From an optimization exercise on the open Yosys and OpenROAD flow, aimed at small area; shortcuts taken in it are not production practice.
The RTL was checked by simulation tests, not by an equivalence proof against the original design.
The clock input has no modelled driver; a real chip could not lean on it and would need a root buffer or a full tree.
No activity file was given, so power comes from the tool's default toggle rates.

== the reference run ==
// cpu
module cpu (
  input  logic        rst_n,
  input  logic        boot_mode,
  input  logic        clk,
  input  logic [23:0] counter,
  output wire  [7:0]  col,
  output wire  [7:0]  row,
  input  logic [15:0] dout,
  output logic [10:0] pc_out
);
Size in the first run: ~380 cells after synthesis, roughly 70 I/O pins, roughly 4200 um2 of cells after synthesis.
Settings: LEC_CHECK=0, CAP_MARGIN=20, CORE_MARGIN=2, CORE_UTILIZATION=60, GPL_TIMING_DRIVEN=0, SLEW_MARGIN=20, SYNTH_HIERARCHICAL=1; clock period 4.5 ns.
standard.sh (not shown) runs the stock make flow with config.mk's settings and CLKGATE_MAP_FILE= SYNTH_SCRIPT=/design/flow/synth_recipe.tcl, a recipe that flattens the netlist after the stock synthesis.
==> flow/flow/run.sh <==
#!/bin/bash
# Own layout flow: the standard synthesis, then every combinational cell
# set to its smallest drive strength, then the standard layout steps with
# plain buf_1 port buffers, synthesis buffers removed, and a clock tree of
# clkbuf_4 without dummy loads; the hooks in post_place.tcl and post_cts.tcl
# size the reset port buffer and the busiest clock buffers. Each tool's output goes to its own log here.
set -euo pipefail
bash standard.sh synth > synth.log 2>&1
res=orfs/results/$FLOW_PLATFORM/cpu/base
SYNTH_ODB=$res/1_synth.odb openroad -no_init -exit flow/downsize.tcl > downsize.log 2>&1
bash standard.sh finish REMOVE_ABC_BUFFERS=1 \
  POST_GLOBAL_PLACE_TCL=$PWD/flow/post_place.tcl POST_CTS_TCL=$PWD/flow/post_cts.tcl \
  "BUFFER_PORTS_ARGS=-buffer_cell sky130_fd_sc_hd__buf_1" \
  "CTS_ARGS=-sink_clustering_enable -repair_clock_nets -dont_use_dummy_load -buf_list sky130_fd_sc_hd__clkbuf_4" \
  > finish.log 2>&1
==> flow/flow/post_cts.tcl <==
# After clock tree synthesis: a clkbuf_4 that drives more than 10 sinks
# becomes a clkbuf_8, so that every register clock pin sees a sharp edge.
set block [ord::get_db_block]
foreach inst [$block getInsts] {
  if {[[$inst getMaster] getName] ne "sky130_fd_sc_hd__clkbuf_4"} { continue }
  set out [[$inst findITerm X] getNet]
  set n [expr {[llength [$out getITerms]] - 1}]
  if {$n > 10} {
    puts "clock buffer [$inst getName] drives $n sinks -> clkbuf_8"
    replace_cell [$inst getName] sky130_fd_sc_hd__clkbuf_8
  }
}
==> flow/flow/post_place.tcl <==
# After global placement: the reset input drives every register, so give
# its port buffer the drive for that load instead of a tree of repair buffers.
set block [ord::get_db_block]
set net [[$block findBTerm rst_n] getNet]
foreach it [$net getITerms] {
  if {[$it isInputSignal]} {
    set inst [$it getInst]
    if {[string match "sky130_fd_sc_hd__buf_*" [[$inst getMaster] getName]]} {
      puts "rst_n port buffer [$inst getName] -> buf_4"
      replace_cell [$inst getName] sky130_fd_sc_hd__buf_4
    }
  }
}
Other scripts of this flow, unchanged in this note and not shown: flow/flow/downsize.tcl
For the trial run, these inputs were changed with respect to the reference run:
==> flow/flow/run.sh <==
#!/bin/bash
# Own layout flow: the standard synthesis, then every combinational cell
# set to its smallest drive strength, then the standard layout steps with
# plain buf_1 port buffers, synthesis buffers removed, and a clock tree of
# clkbuf_4 without dummy loads. Each tool's output goes to its own log here.
set -euo pipefail
bash standard.sh synth > synth.log 2>&1
res=orfs/results/$FLOW_PLATFORM/cpu/base
SYNTH_ODB=$res/1_synth.odb openroad -no_init -exit flow/downsize.tcl > downsize.log 2>&1
bash standard.sh finish REMOVE_ABC_BUFFERS=1 \
  "BUFFER_PORTS_ARGS=-buffer_cell sky130_fd_sc_hd__buf_1" \
  "CTS_ARGS=-sink_clustering_enable -repair_clock_nets -dont_use_dummy_load -buf_list sky130_fd_sc_hd__clkbuf_8" \
  > finish.log 2>&1
removed: flow/flow/post_cts.tcl
removed: flow/flow/post_place.tcl
## What came out
Between the trial run and the reference run, the initial cell density of the core does not differ in any meaningful way.
Changes observed in the trial run relative to the reference run: via count increased about 0.37%, largest stage delay on the critical path -0.08 ns, depth of the worst register-to-register path climbed 1, non-clock buffer share of cell area now larger.
Re port buffer count: no difference whatsoever between the trial run and the reference run.
The design area reported for the trial run is greater than that of the reference run by 1.2%.
In the flow results for the reference run and the trial run, the switching power is smaller on the reference run.
The trial run ended up with sky130_fd_sc_hd__a222oi_1 as its worst-path cell with the longest stage delay; the reference run ended up with sky130_fd_sc_hd__nor2_1.
The reference run → the trial run: tightest slew margin relative to the limit roughly the same, setup slack increased 0.12 ns, count of placed standard cells in the final layout, fillers left out went up by 2.

---

main:
cpu, a different RTL version from the one above (not shown whole).
For scale: roughly 380 cells after synthesis, ~0.0042 mm2 of cells after synthesis.
Settings: LEC_CHECK=0, CAP_MARGIN=20, CORE_MARGIN=2, CORE_UTILIZATION=60, GPL_TIMING_DRIVEN=0, SLEW_MARGIN=20, SYNTH_HIERARCHICAL=1; clock period 4.5 ns.
==> flow/flow/run.sh <==
#!/bin/bash
# Own layout flow: the standard synthesis, then every combinational cell
# set to its smallest drive strength, then the standard layout steps with
# plain buf_1 port buffers, synthesis buffers removed, and a clock tree of
# clkbuf_4 without dummy loads. Hooks: post_place.tcl sizes the reset port
# buffer; clocktree.tcl rebalances the clock tree's leaves. Each tool's output goes to its own log here.
set -euo pipefail
bash standard.sh synth > synth.log 2>&1
res=orfs/results/$FLOW_PLATFORM/cpu/base
SYNTH_ODB=$res/1_synth.odb openroad -no_init -exit flow/downsize.tcl > downsize.log 2>&1
bash standard.sh finish REMOVE_ABC_BUFFERS=1 \
  POST_GLOBAL_PLACE_TCL=$PWD/flow/post_place.tcl POST_CTS_TCL=$PWD/flow/clocktree.tcl \
  "BUFFER_PORTS_ARGS=-buffer_cell sky130_fd_sc_hd__buf_1" \
  "CTS_ARGS=-sink_clustering_enable -repair_clock_nets -dont_use_dummy_load -buf_list sky130_fd_sc_hd__clkbuf_4" \
  > finish.log 2>&1
Other scripts of this flow, unchanged in this note and not shown: flow/flow/clocktree.tcl, flow/flow/downsize.tcl, flow/flow/post_place.tcl
main went all the way through synthesis, placement and routing and the layout is clean on timing, DRC and antenna.
[inputs] the feature branch vs main
# main
export LEC_CHECK = 0
export CAP_MARGIN = 20
export CORE_MARGIN = 2
export CORE_UTILIZATION = 60
export GPL_TIMING_DRIVEN = 0
export SLEW_MARGIN = 20
export SYNTH_HIERARCHICAL = 1
create_clock -name core_clock -period 4.5 [get_ports {clk}]
# the feature branch
export LEC_CHECK = 0
export CAP_MARGIN = 20
export CORE_MARGIN = 2
export CORE_UTILIZATION = 65
export GPL_TIMING_DRIVEN = 0
export SLEW_MARGIN = 20
export SYNTH_HIERARCHICAL = 1
create_clock -name core_clock -period 4.5 [get_ports {clk}]
Of the two values seen for startpoint of the most critical setup path, dout[0] was produced by the feature branch and dout[1] by main.
The maximum ir drop on the vdd rail in the feature branch was higher than what main gave.
Relative to main, largest stage delay on the critical path has gone down in the feature branch.
| die area | lower: the feature branch |
Compared with main, the feature branch degrades first-pass GRT wire length.
The feature branch and main ended up with nearly the same sequential share of layout area.
A worst hold path class of in2async is what the feature branch shows, while reg2reg belongs to main.
Between the feature branch and main, the final-stage net count does not differ in any meaningful way.
Comparing the feature branch and main, the higher post-route clock period utilization was measured on main.
Summary of the feature branch over main: post-layout minimum cycle time moved down; cell area level; cell count moved down.
No run of this note takes its clock network from TritonCTS; it comes from the design's own scripts or RTL.

---

== the baseline ==
Another version of the RTL of cpu (not shown whole).
For scale: roughly 380 cells after synthesis, roughly 70 I/O pins, roughly 0.0042 mm2 of cells after synthesis.
clock: 4.5 ns
lec_check: 0
cap_margin: 20
core_margin: 2
core_utilization: 60
gpl_timing_driven: 0
place_density: 0.7
slew_margin: 20
synth_hierarchical: 1
Scripts as last shown in full above: flow/flow/run.sh
Other scripts of this flow, unchanged in this note and not shown: flow/flow/clocktree.tcl, flow/flow/downsize.tcl, flow/flow/post_place.tcl
> inputs changed (the baseline -> the candidate)
Settings: PLACE_DENSITY: 0.7 -> unset.
Results
The candidate and the baseline ended up with roughly the same worst-case setup margin in the final layout. Status: share of power burned in combinational logic parity (the candidate, the baseline). Per the comparison of the candidate with the baseline, largest fanout on the critical path has remained practically unchanged, number of cells in the finished layout apart from fillers has remained practically unchanged, final sum of negative setup slack has remained practically unchanged. Diff the baseline..the candidate | routed wire length | negligible. The candidate -> the baseline: setup-violating endpoint count in the final report delta 0, exact match.
In every run of this note, the design's own scripts or RTL, not TritonCTS, make the clock network.

---

pepper:
Another version of the RTL of cpu (not shown whole).
Size in the first run: roughly 4200 µm² of cells after synthesis.
clock: 4.5 ns
lec_check: 0
cap_margin: 20
core_margin: 2
core_utilization: 60
gpl_timing_driven: 0
slew_margin: 20
synth_hierarchical: 1
==> flow/flow/run.sh <==
#!/bin/bash
# Own layout flow: the standard synthesis, then every combinational cell
# set to its smallest drive strength, then the standard layout steps with
# plain buf_1 port buffers, synthesis buffers removed, and a clock tree of
# clkbuf_4 without dummy loads. Hooks: post_place.tcl sizes the reset port
# buffer; clocktree.tcl rebuilds the clock tree as four clkbuf_8 leaves. Each tool's output goes to its own log here.
set -euo pipefail
bash standard.sh synth > synth.log 2>&1
res=orfs/results/$FLOW_PLATFORM/cpu/base
SYNTH_ODB=$res/1_synth.odb openroad -no_init -exit flow/downsize.tcl > downsize.log 2>&1
bash standard.sh finish REMOVE_ABC_BUFFERS=1 \
  POST_GLOBAL_PLACE_TCL=$PWD/flow/post_place.tcl POST_CTS_TCL=$PWD/flow/clocktree.tcl \
  "BUFFER_PORTS_ARGS=-buffer_cell sky130_fd_sc_hd__buf_1" \
  "CTS_ARGS=-sink_clustering_enable -repair_clock_nets -dont_use_dummy_load -buf_list sky130_fd_sc_hd__clkbuf_4" \
  > finish.log 2>&1
==> flow/flow/clocktree.tcl <==
# After clock tree synthesis: rebuild the clock tree as one level of four
# clkbuf_8, each driving a quarter of the registers (split by position), fed
# from the clock port.
set block [ord::get_db_block]
set clknet [[$block findBTerm clk] getNet]
set sinks {}
set bufs {}
set todo [list $clknet]
while {[llength $todo] > 0} {
  set net [lindex $todo 0]
  set todo [lrange $todo 1 end]
  foreach it [$net getITerms] {
    if {[$it getIoType] ne "INPUT"} { continue }
    set inst [$it getInst]
    set m [[$inst getMaster] getName]
    if {[string match "sky130_fd_sc_hd__clkbuf_*" $m]} {
      lappend bufs $inst
      lappend todo [[$inst findITerm X] getNet]
    } else {
      lappend sinks $it
    }
  }
}
puts "clock tree: [llength $bufs] buffers, [llength $sinks] sinks"
set nets {}
foreach b $bufs { lappend nets [[$b findITerm X] getNet] }
foreach it $sinks { $it disconnect }
foreach b $bufs { odb::dbInst_destroy $b }
foreach n $nets { odb::dbNet_destroy $n }

proc loc {it} {
  set b [[$it getInst] getBBox]
  return [list [expr {([$b xMin] + [$b xMax]) / 2}] [expr {([$b yMin] + [$b yMax]) / 2}]]
}
proc split2 {items axis} {
  set s [lsort -integer -index $axis [lmap it $items {concat [loc $it] [list $it]}]]
  set h [expr {[llength $s] / 2}]
  return [list [lmap e [lrange $s 0 [expr {$h - 1}]] {lindex $e 2}] [lmap e [lrange $s $h end] {lindex $e 2}]]
}
set groups {}
foreach half [split2 $sinks 0] {
  foreach q [split2 $half 1] { lappend groups $q }
}
set master [[ord::get_db] findMaster sky130_fd_sc_hd__clkbuf_8]
set n 0
foreach g $groups {
  set sx 0; set sy 0
  foreach it $g { lassign [loc $it] x y; incr sx $x; incr sy $y }
  set cx [expr {$sx / [llength $g]}]
  set cy [expr {$sy / [llength $g]}]
  set inst [odb::dbInst_create $block $master clkbuf_leaf_$n]
  $inst setLocation $cx $cy
  $inst setPlacementStatus PLACED
  set net [odb::dbNet_create $block clknet_leaf_$n]
  $net setSigType CLOCK
  [$inst findITerm A] connect $clknet
  [$inst findITerm X] connect $net
  foreach it $g { $it connect $net }
  puts "clock leaf $n: [llength $g] sinks at $cx $cy"
  incr n
}
detailed_placement
check_placement -verbose
estimate_parasitics -placement
report_clock_skew
Other scripts of this flow, unchanged in this note and not shown: flow/flow/downsize.tcl, flow/flow/post_place.tcl
Per the final summary, pepper finished and its layout is clean on timing, DRC and antenna.
Changes in nickel relative to pepper:
diff --git a/flow/flow/run.sh b/flow/flow/run.sh
--- a/flow/flow/run.sh
+++ b/flow/flow/run.sh
@@ -6 +6 @@
-# buffer; clocktree.tcl rebuilds the clock tree as four clkbuf_8 leaves. Each tool's output goes to its own log here.
+# buffer; clocktree.tcl rebalances the clock tree's leaves. Each tool's output goes to its own log here.
diff --git a/flow/flow/clocktree.tcl b/flow/flow/clocktree.tcl
--- a/flow/flow/clocktree.tcl
+++ b/flow/flow/clocktree.tcl
@@ -1,3 +1,4 @@
-# After clock tree synthesis: rebuild the clock tree as one level of four
-# clkbuf_8, each driving a quarter of the registers (split by position), fed
-# from the clock port.
+# After clock tree synthesis: rebuild the clock tree in the same two-level
+# shape (a root buffer and eight leaf buffers, all clkbuf_4), but with the
+# registers split by position into eight groups of equal size, so that no
+# leaf drives more than its share.
@@ -41,2 +42,4 @@
-foreach half [split2 $sinks 0] {
-  foreach q [split2 $half 1] { lappend groups $q }
+foreach a [split2 $sinks 0] {
+  foreach b [split2 $a 1] {
+    foreach c [split2 $b 0] { lappend groups $c }
+  }
@@ -44 +47,6 @@
-set master [[ord::get_db] findMaster sky130_fd_sc_hd__clkbuf_8]
+set master [[ord::get_db] findMaster sky130_fd_sc_hd__clkbuf_4]
+set root [odb::dbInst_create $block $master clkbuf_root]
+set rootnet [odb::dbNet_create $block clknet_root]
+$rootnet setSigType CLOCK
+[$root findITerm A] connect $clknet
+[$root findITerm X] connect $rootnet
@@ -45,0 +54 @@
+set rx 0; set ry 0
@@ -50,0 +60 @@
+  incr rx $cx; incr ry $cy
@@ -56 +66 @@
-  [$inst findITerm A] connect $clknet
+  [$inst findITerm A] connect $rootnet
@@ -61,0 +72,2 @@
+$root setLocation [expr {$rx / $n}] [expr {$ry / $n}]
+$root setPlacementStatus PLACED
[summary]
In the flow results for nickel and pepper, the average wire per cell in the routed design is larger on pepper.
nickel vs pepper, top achievable clock speed went up by 2.8%.
Diff pepper -> nickel: clock period minus final worst setup slack went down, global-route wire length before repair went up, clock slew at the register clock pins of the worst setup and hold paths went down, setup slack went up, number of global-route vias before repair went up.
Power share of the combinational group in nickel is 1.7 points lower than in pepper
pepper has lower clock network power share than nickel.
Multi-input gate share of the layout cell area (higher): pepper
In nickel, the final cycle utilization of the critical path came out 2.6 points below the value in pepper.
No run of this note takes its clock network from TritonCTS; it comes from the design's own scripts or RTL.

[separate check: timing with driven ports]
In the flow no input, the clock included, has a driving cell. The finished layouts below were timed again as built, in two steps.
Step 1: set_driving_cell puts a clkbuf_16 on clk and a buf_2 on each other input, an assumption about the parent block.
Step 2, shift: input delay + t, output delay - t, t = (earliest + latest rising clock arrival at the registers) / 2. This alone moves slack from input paths to output paths.
Three values: no drivers, after step 1, after step 2; two values: the first two.
run | t (ns) | slack for setup (ns) | worst slew at a driven data input, ns | pins driven straight from the clock port
the reference run | 0.448 | 0.117 / 0.118 / -0.330 | 0.04 | 1
the trial run | 0.367 | 0.242 / 0.249 / -0.119 | 0.03 | 1
main | 0.454 | 0.160 / 0.166 / -0.288 | 0.04 | 1
the feature branch | 0.478 | 0.172 / 0.179 / -0.299 | 0.04 | 1
the baseline | 0.452 | 0.136 / 0.138 / -0.313 | 0.04 | 1
the candidate | 0.452 | 0.136 / 0.138 / -0.313 | 0.04 | 1
pepper | 0.230 | 0.123 / 0.163 / -0.067 | 0.04 | 4
nickel | 0.474 | 0.242 / 0.248 / -0.226 | 0.04 | 1
With both steps, setup timing fails in every run listed, where it was met with ideal ports. The setup slack of the feature branch, which loses most, moves by +0.007 ns with the drivers and by -0.471 ns with both steps.
